What follows belongs to an exercise in optimizing a design on an open flow for small area; a production flow would make more cautious choices. Where RTL was checked, it was by simulation tests only, not by an equivalence proof against the original. Function not checked in runs 1 to 3, 6 and 7: the RTL went through the layout flow alone. No activity file was given, so power comes from the tool's default toggle rates.

[flow/design.v]
module weather_box (
	input clk,
	input rst_n,
	output [7:0] led,
	output [9:0] lcd_ram_addr,
	output lcd_ram_en,
	input  [7:0] lcd_ram_data,
	output LCD_RS,
	output LCD_RW,
	output LCD_EN,
	output [7:0] LCD_D
	);
reg r_rst;
reg rst;
reg [15:0] r_t;
wire w_t_low0 = (r_t[14:0] == 15'd0);
wire w_t_zero = w_t_low0 & ~r_t[15];    
wire w_t_one  = w_t_low0 &  r_t[15];    
wire w_t_fb = r_t[15] ^ r_t[13] ^ r_t[12] ^ r_t[10] ^ w_t_low0;
wire w_step = w_t_zero & ~rst;          
reg r_mode;           
reg [4:0] r_s;        
reg [1:0] r_p;        
reg [7:0] r_data;     
reg r_en;             
localparam P_E = 2'd0;  
localparam P_B = 2'd1;  
localparam P_C = 2'd2;  
localparam P_A = 2'd3;  
wire w_last = (r_s == 5'd31);
reg [15:0] w_load;
always @(*) begin
	if (!r_mode) begin
		case (r_s)
			5'd10:   w_load = 16'h79d6;
			5'd11:   w_load = 16'h2f40;
			5'd30:   w_load = 16'h4ae3;
			5'd31:   w_load = 16'h79d6;
			default: w_load = 16'h5e80;
		endcase
	end else begin
		case (r_p)
			P_E:     w_load = 16'h2f40;
			P_A:     w_load = w_last ? 16'h2f40 : 16'h5e80;
			P_C:     w_load = w_last ? 16'hd30e : 16'h5e80;
			default: w_load = 16'h5e80;
		endcase
	end
end
wire w_n_long = !r_mode && (r_s == 5'd10 || r_s == 5'd31);
wire w_n_250  = (!r_mode && r_s == 5'd11) || (r_mode && r_p == P_E);
wire w_n_2000 = r_mode && r_p == P_A && w_last;
wire w_half_hit = w_n_long ? (r_t[0] & r_t[1] & ~r_t[2] & r_t[3] & ~r_t[4] & ~r_t[5] & r_t[6] & r_t[7] & ~r_t[8] & r_t[9] & ~r_t[10] & r_t[11] & r_t[12] & r_t[13] & r_t[14] & r_t[15]) :
                  w_n_250  ? (r_t[0] & ~r_t[1] & ~r_t[3] & r_t[5] & ~r_t[7] & r_t[10]) :
                  w_n_2000 ? (r_t[0] & ~r_t[1] & r_t[2] & ~r_t[4] & ~r_t[7] & ~r_t[9] & r_t[12] & ~r_t[13] & ~r_t[14]) :
                             (r_t[10] & ~r_t[11]);
always @(posedge clk) begin
	r_rst <= rst_n;
	if (!r_rst) begin
		rst <= 1'b1;
		r_t <= 16'h0001;
	end else if (w_t_zero) begin
		rst <= 1'b0;
		r_t <= rst ? 16'h95c6 : w_load;
	end else begin
		r_t <= {r_t[14:0], w_t_fb};
	end
end
always @(posedge clk) begin
	if (rst)
		r_en <= 1'b1;
	else if (w_t_one)
		r_en <= 1'b1;
	else if (w_half_hit)
		r_en <= 1'b0;
end
always @(posedge clk) begin
	if (rst) begin
		r_mode <= 1'b0;
		r_s <= 5'd10;
		r_p <= P_E;
	end else if (w_step) begin
		if (!r_mode) begin
			if (r_s == 5'd31)
				r_mode <= 1'b1;
			r_s <= r_s + 5'd1;
			r_p <= P_E;
		end else begin
			case (r_p)
				P_E: r_p <= P_B;
				P_A: begin r_p <= P_B; r_s <= r_s + 5'd1; end
				P_B: r_p <= P_C;
				default: r_p <= P_A;
			endcase
		end
	end
end
always @(posedge clk)
	if (w_step && r_mode && r_p == P_B)
		r_data <= lcd_ram_data;
reg [7:0] w_rom;
always @(*) begin
	case (r_s)
		5'd11: w_rom = 8'h01;
		5'd12: w_rom = 8'h38;
		5'd13: w_rom = 8'h0e;
		5'd14: w_rom = 8'h06;
		5'd15: w_rom = "H";
		5'd16: w_rom = "e";
		5'd17: w_rom = "l";
		5'd18: w_rom = "l";
		5'd19: w_rom = "o";
		5'd20: w_rom = " ";
		5'd21: w_rom = "w";
		5'd22: w_rom = "o";
		5'd23: w_rom = "r";
		5'd24: w_rom = "l";
		5'd25: w_rom = "d";
		5'd26: w_rom = ",";
		5'd27: w_rom = " ";
		5'd28: w_rom = "u";
		5'd29: w_rom = "w";
		5'd30: w_rom = "u";
		default: w_rom = 8'h00;
	endcase
end
reg [7:0] w_d;
always @(*) begin
	if (!r_mode)
		w_d = w_rom;
	else begin
		case (r_p)
			P_E: w_d = 8'h01;
			P_B: w_d = 8'h00;
			P_C: w_d = r_data;
			default: w_d = w_last ? 8'h02 : (r_s == 5'd15) ? 8'hc0 : 8'h00;
		endcase
	end
end
assign LCD_D = w_d;
assign LCD_RS = r_mode ? (r_p == P_C) : (r_s >= 5'd15 && r_s <= 5'd30);
assign LCD_RW = 1'b0;
assign LCD_EN = r_en;
assign lcd_ram_en = r_mode;
assign lcd_ram_addr = {5'b00000, r_s};
reg [11:0] r_c;       
reg [7:0] r_x;        
reg [2:0] r_y;        
reg r_half;           
reg [7:0] r_v;        
reg [7:0] r_w;        
reg r_first;          
wire w_c_low0 = (r_c[10:0] == 11'd0);
wire w_tick = w_c_low0 & ~r_c[11];
wire w_c_one = w_c_low0 & r_c[11];
wire w_c_fb = r_c[11] ^ r_c[5] ^ r_c[3] ^ r_c[0] ^ w_c_low0;
wire [5:0] w_duty = r_x[7:2];
wire w_x_zero = (r_x == 8'd0);
wire w_restart = w_tick && (r_x[1:0] == 2'd0) && !w_x_zero;
always @(posedge clk) begin
	if (rst) begin
		r_x <= 8'd129;
		r_y <= 3'd0;
		r_half <= 1'b0;
		r_first <= 1'b1;
	end else begin
		if (w_tick) begin
			r_x <= w_x_zero ? 8'd131 : r_x - 8'd1;
			r_y <= (r_y == 3'd4) ? 3'd0 : r_y + 3'd1;
		end
		if (w_c_one && r_y == 3'd4)
			r_half <= ~r_half;
		if (w_restart)
			r_first <= 1'b0;
	end
	r_c <= (rst || w_tick) ? 12'hed1 : {r_c[10:0], w_c_fb};
	r_v <= (rst || w_restart || r_v == 8'd0) ? 8'd254 : r_v - 8'd1;
	r_w <= (rst || r_w == 8'd0) ? 8'd254 : r_w - 8'd1;
end
wire w_low = (r_v[7:5] == 3'd0);
wire w_hit = r_first ? (r_v == 8'd253) : (r_v == 8'd55);
wire w_hit55 = (r_v == 8'd55);
wire [4:0] w_d5 = w_duty[4:0];
wire signed [6:0] w_sd = $signed({2'b00, r_v[4:0]}) - $signed({2'b00, w_d5});
genvar i;
generate
	for (i = 0; i < 6; i = i + 1) begin : g_led
		wire b = (w_d5 < 5 * i);
		wire normal = b ? (w_sd < 32 - 5 * i) : (w_sd < -5 * i);
		wire special = (i == 0) ? (w_d5 == 5'd0) : (w_duty == 5 * i);
		assign led[i] = (w_low && normal) || (special && ((i == 0) ? w_hit : w_hit55));
	end
endgenerate
assign led[6] = 1'b0;
assign led[7] = r_half && (r_w[7:4] == 4'd0);
endmodule
[flow/run.sh]
#!/bin/bash
# synth_recipe.tcl (not shown) runs the flow's synth.tcl, then flattens the netlist and writes it again
# the make line also repeats each setting of config.mk as NAME=value (left out here)
make -C /OpenROAD-flow-scripts/flow DESIGN_CONFIG=/design/flow/config.mk WORK_HOME=/design/flow/orfs CLKGATE_MAP_FILE= SYNTH_SCRIPT=/design/flow/synth_recipe.tcl finish
[flow/config.mk]
export PLATFORM = sky130hd
export DESIGN_NAME = weather_box
export DESIGN_NICKNAME = weather_box
export VERILOG_FILES = /design/flow/design.v
export SDC_FILE = /design/flow/constraint.sdc
export NUM_CORES = 4
export LEC_CHECK = 0
export CAP_MARGIN = 20
export CORE_MARGIN = 2
export CORE_UTILIZATION = 40
export CTS_BUF_LIST = sky130_fd_sc_hd__clkbuf_8
export SLEW_MARGIN = 20
[flow/constraint.sdc]
create_clock -name core_clock -period 10.0 [get_ports {clk}]
set_input_delay 2.0000 -clock core_clock [delete_from_list [all_inputs] [get_ports {clk}]]
set_output_delay 2.0000 -clock core_clock [all_outputs]
set_load 0.01 [all_outputs]
==> reports/results.ini, run 1 <==
[outcome]
status=complete, no violations

[worst_setup_path]
r2r-end=w_rom[0]$_DFF_P_
crit_fanout=11
cp-end-kind=output port
r2r_setup_slack_ps=6850
required_ps=8000
critical_path_class=reg2out
crit_arrival_ps=3350
reg2regPathDepth=8
reg2reg_from=r_p[0]$_SDFFE_PP0N_
worst_setup_path_start_kind=flip-flop

[sta]
rsz0062_at_grt=false
finalMaxSlewViolations=0
setup_viol=0
hold_viol_final=0
min_period_over_period=0.535
tns_ps=0
min_period_ps=5350
worst_slew_margin_rel=0.416
hold_slack_ps=445
tightest_slew_ps=851
timing.fmax_ghz=0.187
fin_worst_skew_ps=12.8

[detailed_routing]
viasPerCell=5.32
top_layer_used=met4
wl_um=9640
met1_length_um=4780
ant_nets=0
met2WireLength_um=4330
dr_total_vias=3774
routedWlPerCell_um=13.6
drt_iter0_markers=122
drt-pass1-iter-count=4
wl_met3_um=356
drcViolationCount=0

[synth]
synth-edff-count=8
avgSynthCellArea_sq_um=8.46
ys_async_sr_fraction=0
synth.distinct_cells=65
ys_seq_area_frac=0.381
ys_ff_latch=83
syn_area_sq_um=4570
synth_flop_cell=dfxtp_1
synthCells=540
ys_warn_count=1

[die]
ios=40
row_count=39
initial_core_util=0.405
die_y_um=111
fp.dieArea_sq_um=12300
core_sq_um=11300
die_x_um=111

[global_routing]
antenna_found_initial=0
grt_max_degree=27
grt_pass1_wl_um=16300
grt_pass1_vias=3481
globalRouteOverflowTotal=0
grt_util_all_layers=0.159

[clock_tree]
cts_setup_buffers=0
path_clk_slew_ps=90
clk_latency_ps=360
cts_buffers=9
cts-root-buf=clkbuf_8
cts.path.max_buffers=2
holdBufCountCts=0
cts_tree=yes
htree_levels=3
ctsResizeCount=0
clock-sinks=83

[layout]
final_util=0.459
area_delta_synth_final_pct=13.2
nets=600
antenna_cells=0
drive_above_1_share=0.0548

[worst_hold_path]
hold_end=r_c[9]$_SDFF_PP1_
whs_path_depth=1
worstHoldPathType=reg2reg
worstHoldStart=r_c[8]$_SDFF_PP0_

[power_and_ir_drop]
ir_worst_vdd_v=0.0000718
p_leak_uw=0.00189
power_density_nw_per_um2=177
p_total_uw=914

[run]
maxCapViolations=0

[placed_design]
portBuffers=32
dp_hpwl_um=7010
gp_congestion=0.873

## cell usage in the layout (no fill, tap or decap), types with 6 or more instances in the layout
cell type / n
nor3_1: 15
dfxtp_1: 75
ha_1: 28
xor2_1: 12
clkdlybuf4s50_1: 32
or3_1: 13
xnor2_1: 14
nor2b_1: 18
edfxtp_1: 8
o21a_1: 10
nand3_1: 23
nand2_1: 49
conb_1: 7
mux2i_1: 6
nand2b_1: 7
a21oi_1: 35
clkbuf_8: 9
nand4_1: 6
o21ai_0: 26
inv_1: 33
and2_1: 6
nor2_1: 40
## cell usage after synthesis, types with 10 or more instances
cell      number  area [sq um]
inv_1         33           124
nor2_1        40           150
or3_1         13          81.3
xnor2_1       14           123
nor2b_1       18           113
o21a_1        10          75.1
a21oi_1       35           175
ha_1          28           350
xor2_1        12           105
dfxtp_1       75          1500
clkbuf_1      18          67.6
o21ai_0       26           130
nand2_1       49           184
nor3_1        15          75.1
nand3_1       23           115
## where the power goes
part	switching [uW]	internal [uW]
combinational	134	95.4
clock	127	142
sequential	43.6	371
total	305	609
## layout make-up
type                    count  area, sq um
fillers                  1079         6100
multi-input cells         399         2560
flip-flops and latches     83         1740
repair buffers             34          335
well taps                 143          179
inverters                  34          130
clock buffers               9          124
clock inverters             7          103
## worst max-delay path, stage by stage (launching register included)
cell             delay (ps)
dfxtp_1                 510
ha_1                    230
inv_1                    50
fa_1                    390
nand2_1                  80
nand2_1                  50
a21oi_1                 170
xor2_1                  310
o21ai_0                 160
maj3_1                  340
o22ai_1                 150
clkdlybuf4s50_1         560
## layer usage
metal | global-route usage | vias up
li1 | - | 1900
met1 | 0.213 | 1775
met2 | 0.256 | 85
met3 | 0.0273 | 14
met4 | 0.0617 | 0
met5 | 0 | -
## cells by family (layout without fill, tap and decap cells)
family / count (synthesis) / in the layout / share of synthesized area
buffers and inverters: 64 / 84 / 0.0635
xor gates and xnor gates: 26 / 26 / 0.0498
muxes: 7 / 7 / 0.0164
and+or+nand+nor: 217 / 217 / 0.253
other: 1 / 7 / 0.000820
AOI/OAI and AO/OA: 109 / 109 / 0.146
DFF: 83 / 83 / 0.381
adders and majority gates: 33 / 33 / 0.0898
## through the flow
step / std cells / instance area (sq um) / setup slack, ps
4_1_cts: 709 / 5170 / 4610
3_3_place_gp: 693 / 4950 / 5100
6_report: 709 / 5170 / 4650
5_1_grt: 709 / 5170 / 4370
2_1_floorplan: 546 / 4590 / 5690
3_5_place_dp: 693 / 4950 / 5010
## flip-flops by register name, summed over array words and instances (netlist names), 2 cells and up
name and flops:
w_rom 7, r_y 3, r_t 16, r_x 8, r_data 8, r_c 12, r_v 8, r_w 8
r_s 5, r_p 2
## how the worst max path moves through the flow
stage / start / to / cells after the start
global route: r_x[2]$_SDFFE_PP0P_ / led[4] / 11
floorplan: r_x[3]$_SDFFE_PP0P_ / led[4] / 10
CTS: r_x[2]$_SDFFE_PP0P_ / led[4] / 11
global placement: r_x[2]$_SDFFE_PP0P_ / led[4] / 11
detailed placement: r_x[2]$_SDFFE_PP0P_ / led[4] / 11
finish: r_x[2]$_SDFFE_PP0P_ / led[4] / 11
==> inputs of run 2 (changes only) <==
--- a/flow/design.v
+++ b/flow/design.v
@@ -95,35 +95,27 @@
 		end
 	end
 end
-always @(posedge clk)
-	if (w_step && r_mode && r_p == P_B)
-		r_data <= lcd_ram_data;
-reg [7:0] w_rom;
-always @(*) begin
-	case (r_s)
-		5'd11: w_rom = 8'h01;
-		5'd12: w_rom = 8'h38;
-		5'd13: w_rom = 8'h0e;
-		5'd14: w_rom = 8'h06;
-		5'd15: w_rom = "H";
-		5'd16: w_rom = "e";
-		5'd17: w_rom = "l";
-		5'd18: w_rom = "l";
-		5'd19: w_rom = "o";
-		5'd20: w_rom = " ";
-		5'd21: w_rom = "w";
-		5'd22: w_rom = "o";
-		5'd23: w_rom = "r";
-		5'd24: w_rom = "l";
-		5'd25: w_rom = "d";
-		5'd26: w_rom = ",";
-		5'd27: w_rom = " ";
-		5'd28: w_rom = "u";
-		5'd29: w_rom = "w";
-		5'd30: w_rom = "u";
-		default: w_rom = 8'h00;
-	endcase
-end
+wire [7:0] w_rom =
+	({8{r_s == 5'd11}} & 8'h01) |
+	({8{r_s == 5'd12}} & 8'h38) |
+	({8{r_s == 5'd13}} & 8'h0e) |
+	({8{r_s == 5'd14}} & 8'h06) |
+	({8{r_s == 5'd15}} & 8'h48) |
+	({8{r_s == 5'd16}} & 8'h65) |
+	({8{r_s == 5'd17}} & 8'h6c) |
+	({8{r_s == 5'd18}} & 8'h6c) |
+	({8{r_s == 5'd19}} & 8'h6f) |
+	({8{r_s == 5'd20}} & 8'h20) |
+	({8{r_s == 5'd21}} & 8'h77) |
+	({8{r_s == 5'd22}} & 8'h6f) |
+	({8{r_s == 5'd23}} & 8'h72) |
+	({8{r_s == 5'd24}} & 8'h6c) |
+	({8{r_s == 5'd25}} & 8'h64) |
+	({8{r_s == 5'd26}} & 8'h2c) |
+	({8{r_s == 5'd27}} & 8'h20) |
+	({8{r_s == 5'd28}} & 8'h75) |
+	({8{r_s == 5'd29}} & 8'h77) |
+	({8{r_s == 5'd30}} & 8'h75);
 reg [7:0] w_d;
 always @(*) begin
 	if (!r_mode)
@@ -137,6 +129,9 @@
 		endcase
 	end
 end
+always @(posedge clk)
+	if (w_step && r_mode && r_p == P_B)
+		r_data <= lcd_ram_data;
 assign LCD_D = w_d;
 assign LCD_RS = r_mode ? (r_p == P_C) : (r_s >= 5'd15 && r_s <= 5'd30);
 assign LCD_RW = 1'b0;
@@ -178,17 +173,23 @@
 	r_w <= (rst || r_w == 8'd0) ? 8'd254 : r_w - 8'd1;
 end
 wire w_low = (r_v[7:5] == 3'd0);
-wire w_hit = r_first ? (r_v == 8'd253) : (r_v == 8'd55);
+wire w_v_zero = (r_v == 8'd0);
 wire w_hit55 = (r_v == 8'd55);
+wire w_hit0 = r_first ? (r_v == 8'd253) : w_hit55;
 wire [4:0] w_d5 = w_duty[4:0];
-wire signed [6:0] w_sd = $signed({2'b00, r_v[4:0]}) - $signed({2'b00, w_d5});
+wire [4:0] w_vd = r_v[4:0] - w_d5;
+reg [5:0] r_on;
 genvar i;
 generate
 	for (i = 0; i < 6; i = i + 1) begin : g_led
-		wire b = (w_d5 < 5 * i);
-		wire normal = b ? (w_sd < 32 - 5 * i) : (w_sd < -5 * i);
+		wire set = w_low && (w_vd == ((32 - 5 * i) % 32));
+		always @(posedge clk)
+			if (rst || w_v_zero)
+				r_on[i] <= 1'b0;
+			else if (set)
+				r_on[i] <= 1'b1;
 		wire special = (i == 0) ? (w_d5 == 5'd0) : (w_duty == 5 * i);
-		assign led[i] = (w_low && normal) || (special && ((i == 0) ? w_hit : w_hit55));
+		assign led[i] = r_on[i] || (special && ((i == 0) ? w_hit0 : w_hit55));
 	end
 endgenerate
 assign led[6] = 1'b0;
--- a/flow/config.mk
+++ b/flow/config.mk
@@ -9,4 +9,5 @@
 export CORE_MARGIN = 2
 export CORE_UTILIZATION = 40
 export CTS_BUF_LIST = sky130_fd_sc_hd__clkbuf_8
+export CTS_CLUSTER_SIZE = 20
 export SLEW_MARGIN = 20
==> reports/results.ini, run 2 <==
[layout]
area_delta_synth_final_pct=12.0
largest_register_ffs=16
multiInputGateArea_sq_um=2460
nFillCells=1086
mostFrequentLayoutCell=dfxtp_1
biggestRegsByFlops=r_t: 16 flops, r_c: 12 flops
drive_above_1_share=0.0555
fin_area_sq_um=4980
layout_common_cells=dfxtp_1, nand2_1, nor2_1
nets=570
antenna_cells=0
final_util=0.459
regMostFlops=r_t
final-seq-area_sq_um=1720

[power_and_ir_drop]
power_frac_comb=0.268
seqPwrFrac=0.470
power_density_nw_per_um2=173
ir_worst_vdd_v=0.0000890
switching_power_uw=309
p_leak_uw=0.00178
swShare=0.358
p_int_uw=553
clkPwrFrac=0.262

[worst_setup_path]
crit_arrival_ps=3130
critical_path_class=reg2out
cp-end-kind=output port
r2r_setup_slack_ps=6940
reg2regPathDepth=4
reg2reg_from=r_t[2]$_SDFF_PN0_
required_ps=8000
worst_setup_path_start_kind=flip-flop
crit_fanout=6
r2r-end=r_data[7]$_DFFE_PP_

[synth]
avgSynthCellArea_sq_um=8.51
synthTopCellsByArea=dfxtp_1, ha_1, edfxtp_1
synth-edff-count=8
ys_seq_area_frac=0.387
ys_ff_latch=82
synthCells=523
synth.distinct_cells=66
ys_async_sr_fraction=0
ys_top_cells_by_count=dfxtp_1, nand2_1, nor2_1
synth_flop_cell=dfxtp_1
synth_area_leader_cell=dfxtp_1
synth_top_area_frac=0.333
synth.most_common_cell=dfxtp_1
ys_warn_count=1
syn_area_sq_um=4450

[global_routing]
grt_util_all_layers=0.177
grt_pass1_wl_um=16600
grt_max_degree=39
antenna_found_initial=0
grt_pass1_vias=3524
globalRouteOverflowTotal=0

[die]
ios=40
initial_core_util=0.410
die_y_um=109
core_sq_um=10800
row_count=38
die_x_um=109
fp.dieArea_sq_um=12000

[detailed_routing]
routedWlPerCell_um=14.8
viasPerCell=5.62
wl_um=10100
ant_nets=0
dr_total_vias=3829
drcViolationCount=0
drt_iter0_markers=244
drt-pass1-iter-count=5

[placed_design]
dp_hpwl_um=7200
gp_congestion=0.921
portBuffers=32
dpl_cell_area_sq_um=4800

[sta]
timing.fmax_ghz=0.195
setup_viol=0
tns_ps=0
min_period_over_period=0.513
hold_viol_final=0
finalMaxSlewViolations=0
worst_slew_margin_rel=0.460
tightest_slew_ps=809
rsz0062_at_grt=false
fin_worst_skew_ps=11.9
min_period_ps=5130

[clock_tree]
htree_levels=3
cts.path.max_buffers=2
holdBufCountCts=0
clk_latency_ps=370
ctsResizeCount=0
cts_tree=yes
cts_setup_buffers=0
path_clk_slew_ps=90
cts_buffers=9
cts-root-buf=clkbuf_8
clock-sinks=82

[worst_hold_path]
worstHoldStart=r_c[9]$_SDFF_PP1_
whs_path_depth=1
worstHoldPathType=reg2reg
hold_end=r_c[10]$_SDFF_PP1_

[run]
maxCapViolations=0

[outcome]
status=complete, no violations

==> run 2: per-layer routing <==
layer / share of wire / vias to the layer above / global-route usage
met3: 0.044 / 17 / 0.0362
met2: 0.46 / 96 / 0.273
met1: 0.48 / 1810 / 0.238
met5: 0 / - / 0
met4: 0.019 / 0 / 0.0805
li1: - / 1906 / -
==> run 2: how the worst max path moves through the flow <==
stage / slack (ps) / from / end / depth (start not counted)
floorplan: 5990 / r_v[1]$_SDFF_PP1_ / led[3] / 5
global placement: 5260 / r_v[1]$_SDFF_PP1_ / led[3] / 6
detailed placement: 5260 / r_v[1]$_SDFF_PP1_ / led[3] / 6
CTS: 4810 / r_v[1]$_SDFF_PP1_ / led[3] / 6
global route: 4650 / r_v[1]$_SDFF_PP1_ / led[3] / 6
finish: 4870 / r_v[1]$_SDFF_PP1_ / led[3] / 6
==> run 2: kinds of logic (layout without fill, tap and decap cells) <==
family | Yosys count | in the layout | synth area share
buf+inv | 68 | 80 | 0.0658
fa+ha+maj | 24 | 24 | 0.0692
mux | 1 | 1 | 0.00253
compound gates | 127 | 127 | 0.194
other cells | 1 | 7 | 0.000843
flops | 82 | 82 | 0.387
xor+xnor | 24 | 24 | 0.0472
simple gates | 196 | 196 | 0.233
==> run 2: area by class of cell <==
cell class | instances | share of cell area
Inverter | 30 | 0.0226
Timing Repair Buffer | 34 | 0.0673
Sequential cell | 82 | 0.346
Clock buffer | 9 | 0.0249
Multi-Input combinational cell | 379 | 0.493
Clock inverter | 7 | 0.0111
Tap cell | 140 | 0.0352
==> run 2: worst max-delay path: stages, from the launching register on <==
cell,delay (ps)
dfxtp_1,440
ha_1,180
or4b_2,600
nor3_1,390
nor4b_1,410
a31o_2,210
clkdlybuf4s50_1,530
==> run 2: power groups by stage <==
stage	Combinational, uW	Clock (uW)	Sequential (uW)
detailed placement	231	0	413
global placement	230	0	411
finish	231	226	405
CTS	232	235	405
global route	258	246	411
floorplan	194	0	396
==> run 2: stage by stage <==
stage,hold WS (ps),std cells,power [uW],setup slack (ps)
CTS,456,681,871,4810
global route,475,681,915,4650
floorplan,416,529,590,5990
global placement,425,665,641,5260
detailed placement,434,665,643,5260
finish,449,681,862,4870
==> inputs of run 3 (changes only) <==
--- a/flow/config.mk
+++ b/flow/config.mk
@@ -8,6 +8,6 @@
 export CAP_MARGIN = 20
 export CORE_MARGIN = 2
 export CORE_UTILIZATION = 40
-export CTS_BUF_LIST = sky130_fd_sc_hd__clkbuf_8
-export CTS_CLUSTER_SIZE = 20
+export CTS_BUF_LIST = sky130_fd_sc_hd__clkbuf_16
+export CTS_CLUSTER_SIZE = 40
 export SLEW_MARGIN = 20
==> reports/results.ini, run 3 <==
[outcome]
status=complete, no violations

[synth]
synthCells=523
ys_top_cells_by_count=dfxtp_1, nand2_1, nor2_1
synth_area_leader_cell=dfxtp_1
synth_top_area_frac=0.333
ys_ff_latch=82
ys_seq_area_frac=0.387
ys_async_sr_fraction=0
ys_warn_count=1
avgSynthCellArea_sq_um=8.51
synthTopCellsByArea=dfxtp_1, ha_1, edfxtp_1
synth-edff-count=8
synth.distinct_cells=66
synth.most_common_cell=dfxtp_1
synth_flop_cell=dfxtp_1
syn_area_sq_um=4450

[detailed_routing]
dr_total_vias=3812
routedWlPerCell_um=14.9
ant_nets=0
drt-pass1-iter-count=5
viasPerCell=5.60
drcViolationCount=0
drt_iter0_markers=242
wl_um=10100

[clock_tree]
holdBufCountCts=0
clk_latency_ps=350
htree_levels=3
cts_setup_buffers=0
cts_buffers=9
cts_tree=yes
path_clk_slew_ps=60
cts-root-buf=clkbuf_16
ctsResizeCount=0
clock-sinks=82
cts.path.max_buffers=2

[layout]
largest_register_ffs=16
drive_above_1_share=0.0555
stdcell_count=681
mostFrequentLayoutCell=dfxtp_1
regMostFlops=r_t
area_delta_synth_final_pct=14.2
nFillCells=1071
nets=570
antenna_cells=0
layout_common_cells=dfxtp_1, nand2_1, nor2_1
biggestRegsByFlops=r_t: 16 flops, r_c: 12 flops

[sta]
setup_viol=0
timing.fmax_ghz=0.196
tns_ps=0
rsz0062_at_grt=false
min_period_over_period=0.510
finalMaxSlewViolations=0
fin_worst_skew_ps=8.15
tightest_slew_ps=837
hold_viol_final=0
min_period_ps=5100
worst_slew_margin_rel=0.441

[worst_setup_path]
worst_setup_path_start_kind=flip-flop
required_ps=8000
cp-end-kind=output port
reg2regPathDepth=4
critical_path_class=reg2out
crit_arrival_ps=3100
crit_fanout=6

[die]
fp.dieArea_sq_um=12000
row_count=38
die_y_um=109
ios=40
initial_core_util=0.410
die_x_um=109
core_sq_um=10800

[worst_hold_path]
whs_path_depth=1
worstHoldPathType=reg2reg

[placed_design]
dp.cells=665
dp_hpwl_um=7200
portBuffers=32
gp_congestion=0.921

[power_and_ir_drop]
p_leak_uw=0.00183
ir_worst_vdd_v=0.0000945
power_density_nw_per_um2=187

[global_routing]
grt_max_degree=39
grt_pass1_vias=3538
grt_pass1_wl_um=16700
grt_util_all_layers=0.178
antenna_found_initial=0
globalRouteOverflowTotal=0

[run]
maxCapViolations=0

run 3: final timing paths:
| check | slack, ps | start | endpoint |
|---|---|---|---|
| setup / recovery | 4900 | r_v[1]$_SDFF_PP1_ | led[3] |
| hold / removal | 440 | r_c[10]$_SDFF_PP1_ | r_c[11]$_SDFF_PP1_ |
| hold reg to reg | 440 | r_c[10]$_SDFF_PP1_ | r_c[11]$_SDFF_PP1_ |
| setup reg to reg | 6960 | r_t[2]$_SDFF_PN0_ | r_data[5]$_DFFE_PP_ |
run 3: area by class of cell:
class                   instances  area (sq um)  area share
multi-input cells             379          2460       0.484
flip-flops and latches         82          1720       0.339
repair buffers                 34           335      0.0660
clock buffers                   9           225      0.0443
well taps                     140           175      0.0345
inverters                      30           113      0.0222
clock inverters                 7          55.1      0.0108
run 3: critical path, stage by stage (launching register included):
cell and delay [ps]:
dfxtp_1 440, ha_1 180, or4b_2 600, nor3_1 390, nor4b_1 410, a31o_2 210
clkdlybuf4s50_1 530
run 3: cells by family (layout without fill, tap and decap cells):
group | count (synthesis) | in the layout | synth area share
XOR/XNOR | 24 | 24 | 0.0472
multiplexers | 1 | 1 | 0.00253
buffers and inverters | 68 | 80 | 0.0658
flip-flops | 82 | 82 | 0.387
AO/OA/AOI/OAI | 127 | 127 | 0.194
AND/OR/NAND/NOR | 196 | 196 | 0.233
adder cells (fa/ha/maj) | 24 | 24 | 0.0692
other | 1 | 7 | 0.000843
run 3: stage by stage:
stage / utilization / worst slack [ps] / total power (uW) / hold slack (ps) / cell area [sq um]
global placement: 0.443 / 5260 / 641 / 425 / 4800
finish: 0.469 / 4900 / 950 / 439 / 5080
global route: 0.469 / 4700 / 1000 / 468 / 5080
CTS: 0.469 / 4860 / 960 / 444 / 5080
floorplan: - / 5990 / 590 / 416 / 4470
detailed placement: 0.443 / 5260 / 643 / 434 / 4800
run 3: routing by layer:
metal  vias up  GRT usage  share of wire
met5         -          0              0
met2        85      0.277           0.46
met3        12     0.0362          0.042
met1      1804      0.239           0.48
li1       1911          -              -
met4         0     0.0769          0.018
run 3: power by group:
part	leakage (uW)	switching (uW)	internal [uW]
combinational	0.00103	136	94.0
sequential	0.000673	38.6	367
clock	0.000131	144	170
==> inputs of run 4 (changes only) <==
--- a/flow/design.v
+++ b/flow/design.v
@@ -14,10 +14,8 @@
 reg rst;
 reg [15:0] r_t;
 wire w_t_low0 = (r_t[14:0] == 15'd0);
-wire w_t_zero = w_t_low0 & ~r_t[15];    
-wire w_t_one  = w_t_low0 &  r_t[15];    
+wire w_t_zero = w_t_low0 & ~r_t[15];
 wire w_t_fb = r_t[15] ^ r_t[13] ^ r_t[12] ^ r_t[10] ^ w_t_low0;
-wire w_step = w_t_zero & ~rst;          
 reg r_mode;           
 reg [4:0] r_s;        
 reg [1:0] r_p;        
@@ -28,40 +26,25 @@
 localparam P_C = 2'd2;  
 localparam P_A = 2'd3;  
 wire w_last = (r_s == 5'd31);
-reg [15:0] w_load;
-always @(*) begin
-	if (!r_mode) begin
-		case (r_s)
-			5'd10:   w_load = 16'h79d6;
-			5'd11:   w_load = 16'h2f40;
-			5'd30:   w_load = 16'h4ae3;
-			5'd31:   w_load = 16'h79d6;
-			default: w_load = 16'h5e80;
-		endcase
-	end else begin
-		case (r_p)
-			P_E:     w_load = 16'h2f40;
-			P_A:     w_load = w_last ? 16'h2f40 : 16'h5e80;
-			P_C:     w_load = w_last ? 16'hd30e : 16'h5e80;
-			default: w_load = 16'h5e80;
-		endcase
-	end
-end
-wire w_n_long = !r_mode && (r_s == 5'd10 || r_s == 5'd31);
+wire w_n_long = !r_mode && (r_s == 5'd10 || r_s == 5'd31);          
 wire w_n_250  = (!r_mode && r_s == 5'd11) || (r_mode && r_p == P_E);
 wire w_n_2000 = r_mode && r_p == P_A && w_last;
-wire w_half_hit = w_n_long ? (r_t[0] & r_t[1] & ~r_t[2] & r_t[3] & ~r_t[4] & ~r_t[5] & r_t[6] & r_t[7] & ~r_t[8] & r_t[9] & ~r_t[10] & r_t[11] & r_t[12] & r_t[13] & r_t[14] & r_t[15]) :
-                  w_n_250  ? (r_t[0] & ~r_t[1] & ~r_t[3] & r_t[5] & ~r_t[7] & r_t[10]) :
-                  w_n_2000 ? (r_t[0] & ~r_t[1] & r_t[2] & ~r_t[4] & ~r_t[7] & ~r_t[9] & r_t[12] & ~r_t[13] & ~r_t[14]) :
-                             (r_t[10] & ~r_t[11]);
+wire w_chg = !r_mode ? (r_s == 5'd10 || r_s == 5'd11 || r_s == 5'd30 || r_s == 5'd31)
+                     : (r_p == P_E || ((r_p == P_A || r_p == P_C) && w_last));
+wire w_end  = w_n_long ? (~r_t[0] & r_t[1] & r_t[2] & r_t[3] & ~r_t[4] & ~r_t[5] & ~r_t[6] & ~r_t[7] & r_t[8] & ~r_t[9] & ~r_t[10] & ~r_t[11] & r_t[12] & r_t[13] & ~r_t[14]) : w_n_250 ? (~r_t[0] & ~r_t[5] & ~r_t[7] & ~r_t[8] & ~r_t[9] & r_t[14]) : w_n_2000 ? (r_t[0] & ~r_t[3] & ~r_t[4] & ~r_t[5] & ~r_t[8] & r_t[9] & r_t[10] & ~r_t[14] & r_t[15]) : r_t[10];
+wire w_pre  = w_n_long ? (r_t[0] & r_t[1] & r_t[2] & ~r_t[3] & ~r_t[4] & ~r_t[5] & ~r_t[6] & r_t[7] & ~r_t[8] & ~r_t[9] & ~r_t[10] & r_t[11] & r_t[12] & ~r_t[13] & r_t[14] & r_t[15]) : w_n_250 ? (r_t[0] & r_t[1] & ~r_t[2] & ~r_t[4] & ~r_t[7] & ~r_t[8] & r_t[13]) : w_n_2000 ? (~r_t[0] & ~r_t[2] & ~r_t[3] & ~r_t[4] & r_t[8] & ~r_t[11] & ~r_t[13] & r_t[14] & ~r_t[15]) : r_t[9];
+wire w_fall = w_n_long ? (r_t[0] & ~r_t[1] & ~r_t[2] & r_t[3] & r_t[4] & ~r_t[5] & r_t[6] & ~r_t[7] & ~r_t[8] & ~r_t[9] & ~r_t[10] & ~r_t[11] & r_t[12] & ~r_t[13] & r_t[14] & ~r_t[15]) : w_n_250 ? (~r_t[2] & r_t[3] & ~r_t[5] & r_t[6] & ~r_t[13] & r_t[15]) : w_n_2000 ? (~r_t[1] & ~r_t[4] & r_t[5] & ~r_t[11] & r_t[12] & ~r_t[13] & r_t[14] & ~r_t[15]) : r_t[4];
+wire w_step = w_end & ~rst;
 always @(posedge clk) begin
 	r_rst <= rst_n;
 	if (!r_rst) begin
 		rst <= 1'b1;
 		r_t <= 16'h0001;
-	end else if (w_t_zero) begin
+	end else if (rst && w_t_zero) begin
 		rst <= 1'b0;
-		r_t <= rst ? 16'h95c6 : w_load;
+		r_t <= 16'h0002;
+	end else if (w_step) begin
+		r_t <= w_chg ? 16'h0001 : 16'h0002;
 	end else begin
 		r_t <= {r_t[14:0], w_t_fb};
 	end
@@ -69,9 +52,9 @@
 always @(posedge clk) begin
 	if (rst)
 		r_en <= 1'b1;
-	else if (w_t_one)
+	else if (w_pre)
 		r_en <= 1'b1;
-	else if (w_half_hit)
+	else if (w_fall)
 		r_en <= 1'b0;
 end
 always @(posedge clk) begin
--- a/flow/config.mk
+++ b/flow/config.mk
@@ -8,6 +8,5 @@
 export CAP_MARGIN = 20
 export CORE_MARGIN = 2
 export CORE_UTILIZATION = 40
-export CTS_BUF_LIST = sky130_fd_sc_hd__clkbuf_16
-export CTS_CLUSTER_SIZE = 40
+export CTS_BUF_LIST = sky130_fd_sc_hd__clkbuf_8
 export SLEW_MARGIN = 20
==> reports/results.ini, run 4 <==
[outcome]
status=complete, no violations

[worst_setup_path]
worst_setup_path_start_kind=flip-flop
r2r-end=r_data[1]$_DFFE_PP_
reg2regPathDepth=8
critical_path_class=reg2out
path_cells=ha_1 -> or4b_2 -> nor3_1 -> nand2_1 -> o41ai_1 -> clkdlybuf4s50_1
cp-end-kind=output port
crit_fanout=5
reg2reg_from=r_s[0]$_SDFFE_PP0P_
crit_family=simple AND/OR/NAND/NOR gates
critPathMaxStageDelay_ps=610
r2r_setup_slack_ps=6970
crit_arrival_ps=3000
required_ps=8000
path_buf_inv=1
cp_slowest_cell=or4b_2

[clock_tree]
holdBufCountCts=0
cts_setup_buffers=0
cts.path.max_buffers=2
path_clk_slew_ps=90
cts_tree=yes
clk_latency_ps=350
htree_levels=3
cts-root-buf=clkbuf_8
clock-sinks=82
cts_buffers=9
ctsResizeCount=0

[synth]
ys_warn_count=1
synth.most_common_cell=dfxtp_1
synth_top_area_frac=0.341
avgSynthCellArea_sq_um=8.80
synth.distinct_cells=67
ys_top_cells_by_count=dfxtp_1, nand2_1, nor2_1
synthCells=493
ys_seq_area_frac=0.397
synthTopCellsByArea=dfxtp_1, ha_1, edfxtp_1
synth_flop_cell=dfxtp_1
synth_area_leader_cell=dfxtp_1
synth-edff-count=8
ys_ff_latch=82
ys_async_sr_fraction=0
syn_area_sq_um=4340

[power_and_ir_drop]
clkPwrFrac=0.365
p_leak_uw=0.00179
switching_power_uw=159
p_int_uw=466
swShare=0.254
seqPwrFrac=0.558
power_frac_comb=0.077
p_total_uw=625
power_density_nw_per_um2=127
ir_worst_vdd_v=0.0000588

[die]
core_sq_um=10700
die_y_um=108
initial_core_util=0.406
fp.dieArea_sq_um=11700
ios=40
die_x_um=108
row_count=38

[layout]
nets=545
final-seq-area_sq_um=1720
nFillCells=1050
layout_common_cells=dfxtp_1, nand2_1, nor2_1
drive_above_1_share=0.0562
mostFrequentLayoutCell=dfxtp_1
regMostFlops=r_t
multiInputGateArea_sq_um=2400
area_delta_synth_final_pct=13.1
biggestRegsByFlops=r_t: 16 flops, r_c: 12 flops
antenna_cells=0
largest_register_ffs=16
stdcell_count=656

[sta]
timing.fmax_ghz=0.200
min_period_ps=5000
setup_viol=0
rsz0062_at_grt=false
fin_worst_skew_ps=11.2
finalMaxSlewViolations=0
tns_ps=0
tightest_slew_ps=820
worst_slew_margin_rel=0.452
min_period_over_period=0.500
hold_viol_final=0

[global_routing]
grt_max_degree=29
grt_pass1_wl_um=15600
antenna_found_initial=0
grt_pass1_vias=3339
grt_util_all_layers=0.164
globalRouteOverflowTotal=0

[detailed_routing]
drt_iter0_markers=153
ant_nets=0
drt-pass1-iter-count=4
routedWlPerCell_um=13.7
dr_total_vias=3438
drcViolationCount=0
viasPerCell=5.24
wl_um=8990

[run]
maxCapViolations=0

[placed_design]
dp_hpwl_um=6300
gp_congestion=0.892
dp.cells=640
portBuffers=32

[worst_hold_path]
worstHoldStart=r_rst$_DFF_P_
hold_end=rst$_SDFFE_PN1P_
worstHoldPathType=reg2reg
whs_path_depth=1

[run 4: cell types whose count changed after synthesis, sizes merged, moves of 5 or more]
cell / before / now
nand3: 24 / 19
o21ai: 24 / 18
inv: 30 / 25
and2: 6 / 20
o21a: 12 / 4
and3: 4 / 9
[run 4: metrics by stage]
| stage | util | hold WS [ps] | setup WS (ps) | cell area (sq um) |
|---|---|---|---|---|
| after floorplan | - | 376 | 5940 | 4360 |
| final | 0.459 | 443 | 5000 | 4910 |
| after CTS | 0.458 | 434 | 4970 | 4900 |
| after detailed placement | 0.441 | 403 | 5370 | 4720 |
| after global placement | 0.441 | 405 | 5400 | 4720 |
| after global routing | 0.459 | 448 | 4770 | 4910 |
[run 4: layout make-up]
type	instances	share of cell area
well taps	140	0.0357
clock buffers	11	0.0309
repair buffers	33	0.0668
clock inverters	5	0.00765
flip-flops and latches	82	0.351
multi-input cells	360	0.489
inverters	25	0.0191
[run 4: kinds of logic (layout without fill, tap and decap cells)]
| kind of cell | after synthesis | count (layout) | share of synthesized area |
|---|---|---|---|
| compound gates | 98 | 98 | 0.159 |
| xor+xnor | 29 | 29 | 0.0585 |
| fa+ha+maj | 24 | 24 | 0.0709 |
| buf+inv | 57 | 74 | 0.0562 |
| flops | 82 | 82 | 0.397 |
| mux | 2 | 2 | 0.00461 |
| other cells | 1 | 7 | 0.000864 |
| simple gates | 200 | 200 | 0.254 |
[run 4: routing by layer]
metal | global-route usage | share of wire | wire length [um]
met5 | 0 | 0 | 0
met4 | 0.0604 | 0.012 | 104
met3 | 0.0338 | 0.033 | 296
met2 | 0.254 | 0.45 | 4060
met1 | 0.226 | 0.50 | 4530
[run 4: worst max path at each step]
stage / start / end / slack, ps / depth (start not counted)
after floorplan: r_v[1]$_SDFF_PP1_ / led[5] / 5940 / 5
after global placement: r_v[1]$_SDFF_PP1_ / led[5] / 5400 / 6
after detailed placement: r_v[1]$_SDFF_PP1_ / led[5] / 5370 / 6
after CTS: r_v[1]$_SDFF_PP1_ / led[5] / 4970 / 6
after global routing: r_v[1]$_SDFF_PP1_ / led[5] / 4770 / 6
final: r_v[1]$_SDFF_PP1_ / led[5] / 5000 / 6
[run 4: power groups by stage]
stage | clock network (uW) | logic [uW] | registers, uW
2_1_floorplan | 0 | 38.5 | 354
4_1_cts | 235 | 48.4 | 349
3_5_place_dp | 0 | 48.0 | 356
3_3_place_gp | 0 | 47.4 | 356
6_report | 228 | 48.0 | 349
5_1_grt | 253 | 54.9 | 350
==> inputs of run 5 (changes only) <==
==> flow/flow/run.sh (new file) <==
#!/bin/bash
# Layout: the standard flow (standard.sh), with two changes to how the
# layout is built: port buffers use the smallest buffer, and clock tree
# synthesis uses clkbuf_8/16 without dummy loads.
set -euo pipefail
cat >> config.mk <<'CFG'
export BUFFER_PORTS_ARGS = -buffer_cell sky130_fd_sc_hd__buf_1
export CTS_ARGS = -sink_clustering_enable -repair_clock_nets -dont_use_dummy_load -buf_list {sky130_fd_sc_hd__clkbuf_8 sky130_fd_sc_hd__clkbuf_16}
CFG
bash standard.sh > standard.log 2>&1
==> flow/standard.sh (new file) <==
#!/bin/bash
# synth_recipe.tcl (not shown) runs the flow's synth.tcl, then flattens the netlist and writes it again
# the make line also repeats each setting of config.mk as NAME=value (left out here)
make -C /OpenROAD-flow-scripts/flow DESIGN_CONFIG=/design/flow/config.mk WORK_HOME=/design/flow/orfs CLKGATE_MAP_FILE= SYNTH_SCRIPT=/design/flow/synth_recipe.tcl "${@:-finish}"
--- a/flow/config.mk
+++ b/flow/config.mk
@@ -8,5 +8,6 @@
 export CAP_MARGIN = 20
 export CORE_MARGIN = 2
 export CORE_UTILIZATION = 40
-export CTS_BUF_LIST = sky130_fd_sc_hd__clkbuf_8
 export SLEW_MARGIN = 20
+export BUFFER_PORTS_ARGS = -buffer_cell sky130_fd_sc_hd__buf_1
+export CTS_ARGS = -sink_clustering_enable -repair_clock_nets -dont_use_dummy_load -buf_list {sky130_fd_sc_hd__clkbuf_8 sky130_fd_sc_hd__clkbuf_16}
removed: flow/run.sh
==> reports/results.ini, run 5 <==
[outcome]
status=complete, no violations

[detailed_routing]
routedWlPerCell_um=14.0
wl_um=9100
dr_total_vias=3459
ant_nets=0
drt-pass1-iter-count=6
drcViolationCount=0
drt_iter0_markers=158
viasPerCell=5.32

[synth]
synth.most_common_cell=dfxtp_1
ys_top_cells_by_count=dfxtp_1, nand2_1, nor2_1
synthCells=493
ys_ff_latch=82
synthTopCellsByArea=dfxtp_1, ha_1, edfxtp_1
ys_warn_count=1
synth-edff-count=8
synth_top_area_frac=0.341
synth.distinct_cells=67
syn_area_sq_um=4340
synth_flop_cell=dfxtp_1
ys_async_sr_fraction=0
synth_area_leader_cell=dfxtp_1
ys_seq_area_frac=0.397
avgSynthCellArea_sq_um=8.80

[placed_design]
dp_hpwl_um=6450
gp_congestion=0.840
portBuffers=32

[sta]
finalMaxSlewViolations=0
worst_slew_margin_rel=0.459
rsz0062_at_grt=false
min_period_over_period=0.461
hold_viol_final=0
tightest_slew_ps=810
setup_viol=0
timing.fmax_ghz=0.217
min_period_ps=4610
tns_ps=0
fin_worst_skew_ps=19.3

[clock_tree]
clock-sinks=82
ctsResizeCount=0
cts_setup_buffers=0
clk_latency_ps=350
htree_levels=3
path_clk_slew_ps=70
cts-root-buf=clkbuf_8
cts_buffers=9
holdBufCountCts=0
cts.path.max_buffers=2
cts_tree=yes

[layout]
largest_register_ffs=16
drive_above_1_share=0.0431
regMostFlops=r_t
mostFrequentLayoutCell=dfxtp_1
final_util=0.434
layout_common_cells=dfxtp_1, nand2_1, nor2_1
biggestRegsByFlops=r_t: 16 flops, r_c: 12 flops
antenna_cells=0
nets=546
area_delta_synth_final_pct=7.06
nFillCells=1075

[worst_setup_path]
r2r_setup_slack_ps=7010
reg2reg_from=r_s[0]$_SDFFE_PP0P_
required_ps=8000
crit_fanout=5
crit_arrival_ps=2610
worst_setup_path_start_kind=flip-flop
r2r-end=r_data[6]$_DFFE_PP_
critical_path_class=reg2out
reg2regPathDepth=8
cp-end-kind=output port

[global_routing]
globalRouteOverflowTotal=0
antenna_found_initial=0
grt_pass1_vias=3228
grt_util_all_layers=0.167
grt_pass1_wl_um=15500
grt_max_degree=29

[power_and_ir_drop]
p_leak_uw=0.00168
ir_worst_vdd_v=0.0000709
power_density_nw_per_um2=125

[worst_hold_path]
worstHoldPathType=reg2reg
whs_path_depth=1
hold_end=r_c[10]$_SDFF_PP1_
worstHoldStart=r_c[9]$_SDFF_PP1_

[die]
die_y_um=108
fp.dieArea_sq_um=11700
core_sq_um=10700
die_x_um=108
row_count=38
ios=40
initial_core_util=0.406

[run]
maxCapViolations=0

-- run 5: cell counts after synthesis --
No cell type changed its count.
-- run 5: critical path, stage by stage (launching register included) --
cell and delay (ps):
dfxtp_1 420, ha_1 180, or4b_2 610, nor3_1 450, nand2_1 110, o41ai_1 300, buf_1 190
-- run 5: through the flow --
stage | power (uW) | hold WS [ps] | setup WS (ps) | cell area, sq um | std cells
floorplan | 392 | 376 | 5940 | 4360 | 499
global placement | 401 | 420 | 5810 | 4520 | 641
detailed placement | 402 | 406 | 5740 | 4520 | 641
CTS | 589 | 439 | 5340 | 4650 | 650
global route | 609 | 472 | 5140 | 4650 | 650
finish | 580 | 439 | 5390 | 4650 | 650
-- run 5: logic make-up after synthesis --
kind of cell / count (synthesis) / synth area share
XOR/XNOR: 29 / 0.0585
other: 1 / 0.000864
buffers and inverters: 57 / 0.0562
AND/OR/NAND/NOR: 200 / 0.254
multiplexers: 2 / 0.00461
adder cells (fa/ha/maj): 24 / 0.0709
AO/OA/AOI/OAI: 98 / 0.159
flip-flops: 82 / 0.397
-- run 5: report_power, final --
group          switching [uW]  leakage (uW)  total [uW]  internal (uW)
Clock                     105     0.0000647         185           80.5
Sequential               7.98      0.000673         349            341
Combinational            27.4      0.000940        45.6           18.1
-- run 5: cell type report --
| class | instances | area [sq um] | area share |
|---|---|---|---|
| multi-input cells | 360 | 2400 | 0.516 |
| flip-flops and latches | 82 | 1720 | 0.370 |
| well taps | 140 | 175 | 0.0377 |
| repair buffers | 34 | 135 | 0.0291 |
| clock buffers | 9 | 124 | 0.0267 |
| inverters | 25 | 93.8 | 0.0202 |
-- run 5: per-layer routing --
layer  vias up  GRT usage  wire, um
met5         -          0         0
met4         0     0.0604       125
met3        11     0.0386       346
met2        58      0.260      4130
met1      1634      0.226      4490
li1       1756          -         -
-- run 5: worst max path at each step --
stage / startpoint / endpoint / slack [ps] / cells after the start
detailed placement: r_v[1]$_SDFF_PP1_ / led[5] / 5740 / 6
global placement: r_v[1]$_SDFF_PP1_ / led[5] / 5810 / 6
global route: r_v[1]$_SDFF_PP1_ / led[5] / 5140 / 6
CTS: r_v[1]$_SDFF_PP1_ / led[5] / 5340 / 6
floorplan: r_v[1]$_SDFF_PP1_ / led[5] / 5940 / 5
finish: r_v[1]$_SDFF_PP1_ / led[5] / 5390 / 6
==> inputs of run 6 (changes only) <==
--- a/flow/design.v
+++ b/flow/design.v
@@ -127,6 +127,7 @@
 reg r_half;           
 reg [7:0] r_v;        
 reg [7:0] r_w;        
+reg r_win;            
 reg r_first;          
 wire w_c_low0 = (r_c[10:0] == 11'd0);
 wire w_tick = w_c_low0 & ~r_c[11];
@@ -153,10 +154,12 @@
 	end
 	r_c <= (rst || w_tick) ? 12'hed1 : {r_c[10:0], w_c_fb};
 	r_v <= (rst || w_restart || r_v == 8'd0) ? 8'd254 : r_v - 8'd1;
-	r_w <= (rst || r_w == 8'd0) ? 8'd254 : r_w - 8'd1;
+	r_w <= rst ? 8'h02 : {r_w[6:0], r_w[7] ^ r_w[5] ^ r_w[4] ^ r_w[3]};
+	r_win <= !rst && (r_w == 8'h17 || (r_win && r_w[7:1] != 7'd0));
 end
 wire w_low = (r_v[7:5] == 3'd0);
-wire w_v_zero = (r_v == 8'd0);
+wire w_v5_zero = (r_v[4:0] == 5'd0);
+wire w_v_zero = w_low && w_v5_zero;
 wire w_hit55 = (r_v == 8'd55);
 wire w_hit0 = r_first ? (r_v == 8'd253) : w_hit55;
 wire [4:0] w_d5 = w_duty[4:0];
@@ -167,14 +170,11 @@
 	for (i = 0; i < 6; i = i + 1) begin : g_led
 		wire set = w_low && (w_vd == ((32 - 5 * i) % 32));
 		always @(posedge clk)
-			if (rst || w_v_zero)
-				r_on[i] <= 1'b0;
-			else if (set)
-				r_on[i] <= 1'b1;
+			r_on[i] <= !rst && w_low && !w_v5_zero && (set || r_on[i]);
 		wire special = (i == 0) ? (w_d5 == 5'd0) : (w_duty == 5 * i);
 		assign led[i] = r_on[i] || (special && ((i == 0) ? w_hit0 : w_hit55));
 	end
 endgenerate
 assign led[6] = 1'b0;
-assign led[7] = r_half && (r_w[7:4] == 4'd0);
+assign led[7] = r_half && r_win;
 endmodule
==> flow/flow/run.sh (replaced) <==
#!/bin/bash
# Layout: the standard flow (standard.sh) with two changes to how the
# layout is built: port buffers use the smallest buffer (buf_1), and clock
# tree synthesis uses its own buffer list and clustering, without dummy loads.
set -euo pipefail
cat >> config.mk <<'CFG'
export BUFFER_PORTS_ARGS = -buffer_cell sky130_fd_sc_hd__buf_1
export CTS_ARGS = -sink_clustering_enable -repair_clock_nets -dont_use_dummy_load -sink_clustering_size 40 -sink_clustering_max_diameter 400 -buf_list {sky130_fd_sc_hd__clkbuf_16}
CFG
bash standard.sh > standard.log 2>&1
--- a/flow/config.mk
+++ b/flow/config.mk
@@ -10,4 +10,4 @@
 export CORE_UTILIZATION = 40
 export SLEW_MARGIN = 20
 export BUFFER_PORTS_ARGS = -buffer_cell sky130_fd_sc_hd__buf_1
-export CTS_ARGS = -sink_clustering_enable -repair_clock_nets -dont_use_dummy_load -buf_list {sky130_fd_sc_hd__clkbuf_8 sky130_fd_sc_hd__clkbuf_16}
+export CTS_ARGS = -sink_clustering_enable -repair_clock_nets -dont_use_dummy_load -sink_clustering_size 40 -sink_clustering_max_diameter 400 -buf_list {sky130_fd_sc_hd__clkbuf_16}
==> reports/results.ini, run 6 <==
[outcome]
status=complete, no violations

[global_routing]
globalRouteOverflowTotal=0
grt_pass1_vias=3163
grt_util_all_layers=0.157
antenna_found_initial=0
grt_max_degree=37
grt_pass1_wl_um=14700

[clock_tree]
holdBufCountCts=0
cts.path.max_buffers=2
clock-sinks=83
cts-root-buf=clkbuf_16
cts_buffers=9
cts_tree=yes
clk_latency_ps=330
ctsResizeCount=0
path_clk_slew_ps=60
htree_levels=3
cts_setup_buffers=0

[layout]
drive_above_1_share=0.0435
nets=541
layout_common_cells=dfxtp_1, nor2_1, nand2_1
antenna_cells=0
largest_register_ffs=16
fin_area_sq_um=4710
nFillCells=1002
regMostFlops=r_t
biggestRegsByFlops=r_t: 16 flops, r_c: 12 flops
area_delta_synth_final_pct=9.07
mostFrequentLayoutCell=dfxtp_1

[die]
core_sq_um=10400
initial_core_util=0.415
die_x_um=108
fp.dieArea_sq_um=11600
row_count=37
ios=40
die_y_um=108

[placed_design]
gp_congestion=0.892
dpl_cell_area_sq_um=4490
dp_hpwl_um=6300
portBuffers=32
pre_cts_ws_ps=5890

[sta]
timing.fmax_ghz=0.223
setup_viol=0
rsz0062_at_grt=false
hold_slack_ps=436
fin_worst_skew_ps=15.9
hold_viol_final=0
min_period_over_period=0.448
tns_ps=0
finalMaxSlewViolations=0
tightest_slew_ps=845
setup_ws_ps=5520
min_period_ps=4480
worst_slew_margin_rel=0.436

[worst_hold_path]
worstHoldPathType=reg2reg

[power_and_ir_drop]
ir_worst_vdd_v=0.0000727
power_density_nw_per_um2=142
p_leak_uw=0.00171

[synth]
synth_mux_area_frac=0.00232
ys_ff_latch=83
syn_area_sq_um=4320
ys_top_cells_by_count=dfxtp_1, nor2_1, nand2_1
synth_area_leader_cell=dfxtp_1
ys_warn_count=1
synthTopCellsByArea=dfxtp_1, ha_1, edfxtp_1
synth_compound_area_frac=0.163
synth-adder-area-share=0.0684
avgSynthCellArea_sq_um=8.89
ys_seq_area_frac=0.403
synth-edff-count=8
synth_top_family_by_area=simple AND/OR/NAND/NOR gates
synth_top_area_frac=0.348
synth.most_common_cell=dfxtp_1
synthCells=486
synthXorXnorAreaFrac=0.0527
synth-simple-area-share=0.251
synth.distinct_cells=67
ys_async_sr_fraction=0
synth_flop_cell=dfxtp_1

[run]
maxCapViolations=0

[detailed_routing]
drcViolationCount=0
drt_iter0_markers=232
routedWlPerCell_um=13.6
ant_nets=0
dr_total_vias=3445
viasPerCell=5.37
drt-pass1-iter-count=5
wl_um=8720

[worst_setup_path]
crit_fanout=8
worst_setup_path_start_kind=flip-flop
critical_path_class=reg2out
cp-end-kind=output port
crit_arrival_ps=2480
required_ps=8000

==> run 6: logic make-up (layout without fill, tap and decap cells) <==
| group | Yosys count | in the layout |
|---|---|---|
| adder cells (fa/ha/maj) | 23 | 23 |
| flip-flops | 83 | 83 |
| AND/OR/NAND/NOR | 198 | 198 |
| multiplexers | 1 | 1 |
| buffers and inverters | 54 | 68 |
| other | 1 | 7 |
| AO/OA/AOI/OAI | 100 | 100 |
| XOR/XNOR | 26 | 26 |
==> run 6: layout make-up <==
| class | instances | area, sq um | area share |
|---|---|---|---|
| multi-input combinational | 355 | 2340 | 0.498 |
| sequential | 83 | 1740 | 0.370 |
| clock buffer | 9 | 225 | 0.0478 |
| tap | 136 | 170 | 0.0361 |
| timing repair buffer | 34 | 135 | 0.0287 |
| inverter | 25 | 93.8 | 0.0199 |
==> run 6: path summary, 6_finish.rpt <==
path,slack [ps],end,cells past startpoint,start
setup / recovery,5520,LCD_D[3],9,r_s[1]$_SDFFE_PP1P_
hold / removal,440,rst$_SDFFE_PN1P_,1,r_rst$_DFF_P_
setup reg to reg,6850,r_t[15]$_SDFF_PP0_,10,r_s[0]$_SDFFE_PP0P_
hold reg to reg,440,rst$_SDFFE_PN1P_,1,r_rst$_DFF_P_
==> run 6: layer usage <==
| metal | vias to the layer above | wire length (um) | track usage | share of wire |
|---|---|---|---|---|
| met1 | 1598 | 4320 | 0.211 | 0.49 |
| met2 | 79 | 3950 | 0.245 | 0.45 |
| met5 | - | 0 | 0 | 0 |
| met4 | 0 | 181 | 0.0733 | 0.021 |
| li1 | 1752 | - | - | - |
| met3 | 16 | 274 | 0.0278 | 0.031 |
==> run 6: report_power, final <==
| group | switching [uW] | internal, uW |
|---|---|---|
| logic | 25.1 | 17.3 |
| registers | 8.64 | 345 |
| clock network | 113 | 158 |
| total | 147 | 520 |
==> run 6: worst max-delay path, cell delays in order, from the launching register on <==
cell,delay (ps)
dfxtp_1,380
inv_1,130
ha_1,290
o21ba_2,230
o21ai_0,140
a21oi_1,90
a41o_1,220
a2111oi_0,430
a21oi_1,70
buf_1,160
==> run 6: metrics by stage <==
stage                     utilization  instances  power [uW]
after floorplan                     -        492         395
after global placement          0.431        633         403
after detailed placement        0.431        633         404
after CTS                       0.452        642         676
after global routing            0.452        642         695
final                           0.452        642         667
==> inputs of run 7 (changes only) <==
==> flow/flow/run.sh (replaced) <==
#!/bin/bash
# Layout: the standard flow (standard.sh) with two changes to how the
# layout is built: port buffers use the smallest buffer (buf_1), and clock
# tree synthesis uses its own buffer list and clustering, without dummy loads.
set -euo pipefail
cat >> config.mk <<'CFG'
export BUFFER_PORTS_ARGS = -buffer_cell sky130_fd_sc_hd__buf_1
export CTS_ARGS = -repair_clock_nets -dont_use_dummy_load -buf_list {sky130_fd_sc_hd__clkbuf_16}
CFG
bash standard.sh > standard.log 2>&1
--- a/flow/config.mk
+++ b/flow/config.mk
@@ -10,4 +10,4 @@
 export CORE_UTILIZATION = 40
 export SLEW_MARGIN = 20
 export BUFFER_PORTS_ARGS = -buffer_cell sky130_fd_sc_hd__buf_1
-export CTS_ARGS = -sink_clustering_enable -repair_clock_nets -dont_use_dummy_load -sink_clustering_size 40 -sink_clustering_max_diameter 400 -buf_list {sky130_fd_sc_hd__clkbuf_16}
+export CTS_ARGS = -repair_clock_nets -dont_use_dummy_load -buf_list {sky130_fd_sc_hd__clkbuf_16}
==> reports/results.ini, run 7 <==
[detailed_routing]
viasPerCell=5.37
wl_um=8720
drt-pass1-iter-count=5
drcViolationCount=0
routedWlPerCell_um=13.6
drt_iter0_markers=232
dr_total_vias=3445
ant_nets=0

[global_routing]
globalRouteOverflowTotal=0
grt_util_all_layers=0.157
grt_max_degree=37
antenna_found_initial=0
grt_pass1_vias=3163
grt_pass1_wl_um=14700

[synth]
avgSynthCellArea_sq_um=8.89
syn_area_sq_um=4320
synth_top_area_frac=0.348
synth.most_common_cell=dfxtp_1
synth-edff-count=8
synth_flop_cell=dfxtp_1
synth.distinct_cells=67
synthCells=486
ys_seq_area_frac=0.403
ys_warn_count=1
ys_ff_latch=83
ys_async_sr_fraction=0
ys_top_cells_by_count=dfxtp_1, nor2_1, nand2_1
synthTopCellsByArea=dfxtp_1, ha_1, edfxtp_1
synth_area_leader_cell=dfxtp_1

[clock_tree]
cts.path.max_buffers=2
cts_tree=yes
cts_setup_buffers=0
cts-root-buf=clkbuf_16
cts_buffers=9
clk_latency_ps=330
ctsResizeCount=0
clock-sinks=83
path_clk_slew_ps=60
holdBufCountCts=0
htree_levels=3

[sta]
rsz0062_at_grt=false
setup_viol=0
tightest_slew_ps=845
tns_ps=0
hold_viol_final=0
min_period_over_period=0.448
min_period_ps=4480
worst_slew_margin_rel=0.436
finalMaxSlewViolations=0
timing.fmax_ghz=0.223
fin_worst_skew_ps=15.9
hold_slack_ps=436

[die]
die_x_um=108
row_count=37
initial_core_util=0.415
core_sq_um=10400
ios=40
fp.dieArea_sq_um=11600
die_y_um=108

[worst_hold_path]
worstHoldPathType=reg2reg
hold_end=rst$_SDFFE_PN1P_
whs_path_depth=1
worstHoldStart=r_rst$_DFF_P_

[layout]
nets=541
regMostFlops=r_t
layout_common_cells=dfxtp_1, nor2_1, nand2_1
antenna_cells=0
biggestRegsByFlops=r_t: 16 flops, r_c: 12 flops
stdcell_count=642
largest_register_ffs=16
drive_above_1_share=0.0435
area_delta_synth_final_pct=9.07
mostFrequentLayoutCell=dfxtp_1

[worst_setup_path]
required_ps=8000
crit_arrival_ps=2480
reg2reg_from=r_s[0]$_SDFFE_PP0P_
crit_fanout=8
worst_setup_path_start_kind=flip-flop
critical_path_class=reg2out
reg2regPathDepth=10
cp-end-kind=output port
r2r_setup_slack_ps=6850
path_cells=inv_1 -> ha_1 -> o21ba_2 -> o21ai_0 -> a21oi_1 -> a41o_1 -> a2111oi_0 -> a21oi_1 -> buf_1
startpoint=r_s[1]$_SDFFE_PP1P_
r2r-end=r_t[15]$_SDFF_PP0_
crit_path_frequent_cell=a21oi_1
critPathMaxStageDelay_ps=430
cp_slowest_cell=a2111oi_0

[outcome]
status=complete, no violations

[power_and_ir_drop]
p_total_uw=667
seqPwrFrac=0.531
power_density_nw_per_um2=142
switching_power_uw=147
p_int_uw=520
ir_worst_vdd_v=0.0000727
clkPwrFrac=0.406
power_frac_comb=0.064
p_leak_uw=0.00171
swShare=0.220

[placed_design]
portBuffers=32
dp.cells=633
gp_congestion=0.892
dp_hpwl_um=6300

[run]
maxCapViolations=0

[run 7: cell counts in the layout (fill, tap and decap cells not counted)]
No cell type changed its count.
[run 7: worst max-delay path by stage]
stage / endpoint / slack (ps) / cells past startpoint
floorplan: LCD_D[3] / 6140 / 8
global placement: LCD_D[3] / 5980 / 9
detailed placement: LCD_D[3] / 5890 / 9
CTS: LCD_D[3] / 5500 / 9
global route: LCD_D[3] / 5260 / 9
finish: LCD_D[3] / 5520 / 9
[run 7: routing by layer]
| metal | vias up | wire length [um] | global-route usage |
|---|---|---|---|
| met5 | - | 0 | 0 |
| met4 | 0 | 181 | 0.0733 |
| met3 | 16 | 274 | 0.0278 |
| met2 | 79 | 3950 | 0.245 |
| met1 | 1598 | 4320 | 0.211 |
| li1 | 1752 | - | - |
[run 7: area by class of cell]
class / instances / area, sq um
fill: 1002 / 5710
tap: 136 / 170
multi-input combinational: 355 / 2340
inverter: 25 / 93.8
clock buffer: 9 / 225
sequential: 83 / 1740
timing repair buffer: 34 / 135
[run 7: cells by family (layout without fill, tap and decap cells)]
logic type / after synthesis / in the layout / share of synthesized area
AOI/OAI and AO/OA: 100 / 100 / 0.163
xor gates and xnor gates: 26 / 26 / 0.0527
and+or+nand+nor: 198 / 198 / 0.251
adders and majority gates: 23 / 23 / 0.0684
DFF: 83 / 83 / 0.403
muxes: 1 / 1 / 0.00232
other: 1 / 7 / 0.000868
buffers and inverters: 54 / 68 / 0.0591
[run 7: power groups by stage]
stage | registers (uW) | logic (uW) | clock network, uW
finish | 354 | 42.4 | 271
floorplan | 358 | 36.6 | 0
detailed placement | 361 | 42.9 | 0
global route | 355 | 48.4 | 291
CTS | 354 | 43.2 | 279
global placement | 361 | 42.0 | 0
[run 7: critical path, delay by kind of cell, from the launching register on]
family / cells / cell delay [ps]
buffers and inverters: 2 / 290
flip-flops: 1 / 380
AO/OA/AOI/OAI: 6 / 1180
adder cells (fa/ha/maj): 1 / 290
[run 7: metrics by stage]
step	worst slack (ps)	area (sq um)	utilization
CTS	5500	4710	0.452
detailed placement	5890	4490	0.431
global route	5260	4710	0.452
global placement	5980	4490	0.431
floorplan	6140	4340	-
finish	5520	4710	0.452

[afterwards: timing with drivers on the ports]
In the flow no input, the clock included, has a driving cell. The finished layouts below were timed again as built, in two steps. Step 1: set_driving_cell puts a clkbuf_16 on clk and a buf_2 on each other input, an assumption about the parent block. Step 2, shift: input delay + t, output delay - t, t = (earliest + latest rising clock arrival at the registers) / 2. This alone moves slack from input paths to output paths. Three values: no drivers, after step 1, after step 2; two values: the first two.
run	shift t [ns]	slack for setup (ns)	worst hold slack (ns)	worst setup path at the end
run 1	0.387	4.649 / 4.616 / 5.003	0.445 / 0.445 / 0.445	register to output
run 2	0.403	4.869 / 4.835 / 5.238	0.449 / 0.449 / 0.449	register to output
run 3	0.380	4.902 / 4.864 / 5.244	0.439 / 0.439 / 0.439	register to output
run 4	0.377	5.001 / 4.967 / 5.344	0.443 / 0.443 / 0.443	register to output
run 5	0.382	5.388 / 5.351 / 5.733	0.439 / 0.439 / 0.439	register to output
run 6	0.363	5.525 / 5.487 / 5.850	0.436 / 0.436 / 0.436	register to output
run 7	0.363	5.525 / 5.487 / 5.850	0.436 / 0.436 / 0.436	register to output
After both steps setup and hold are still met in every run listed.
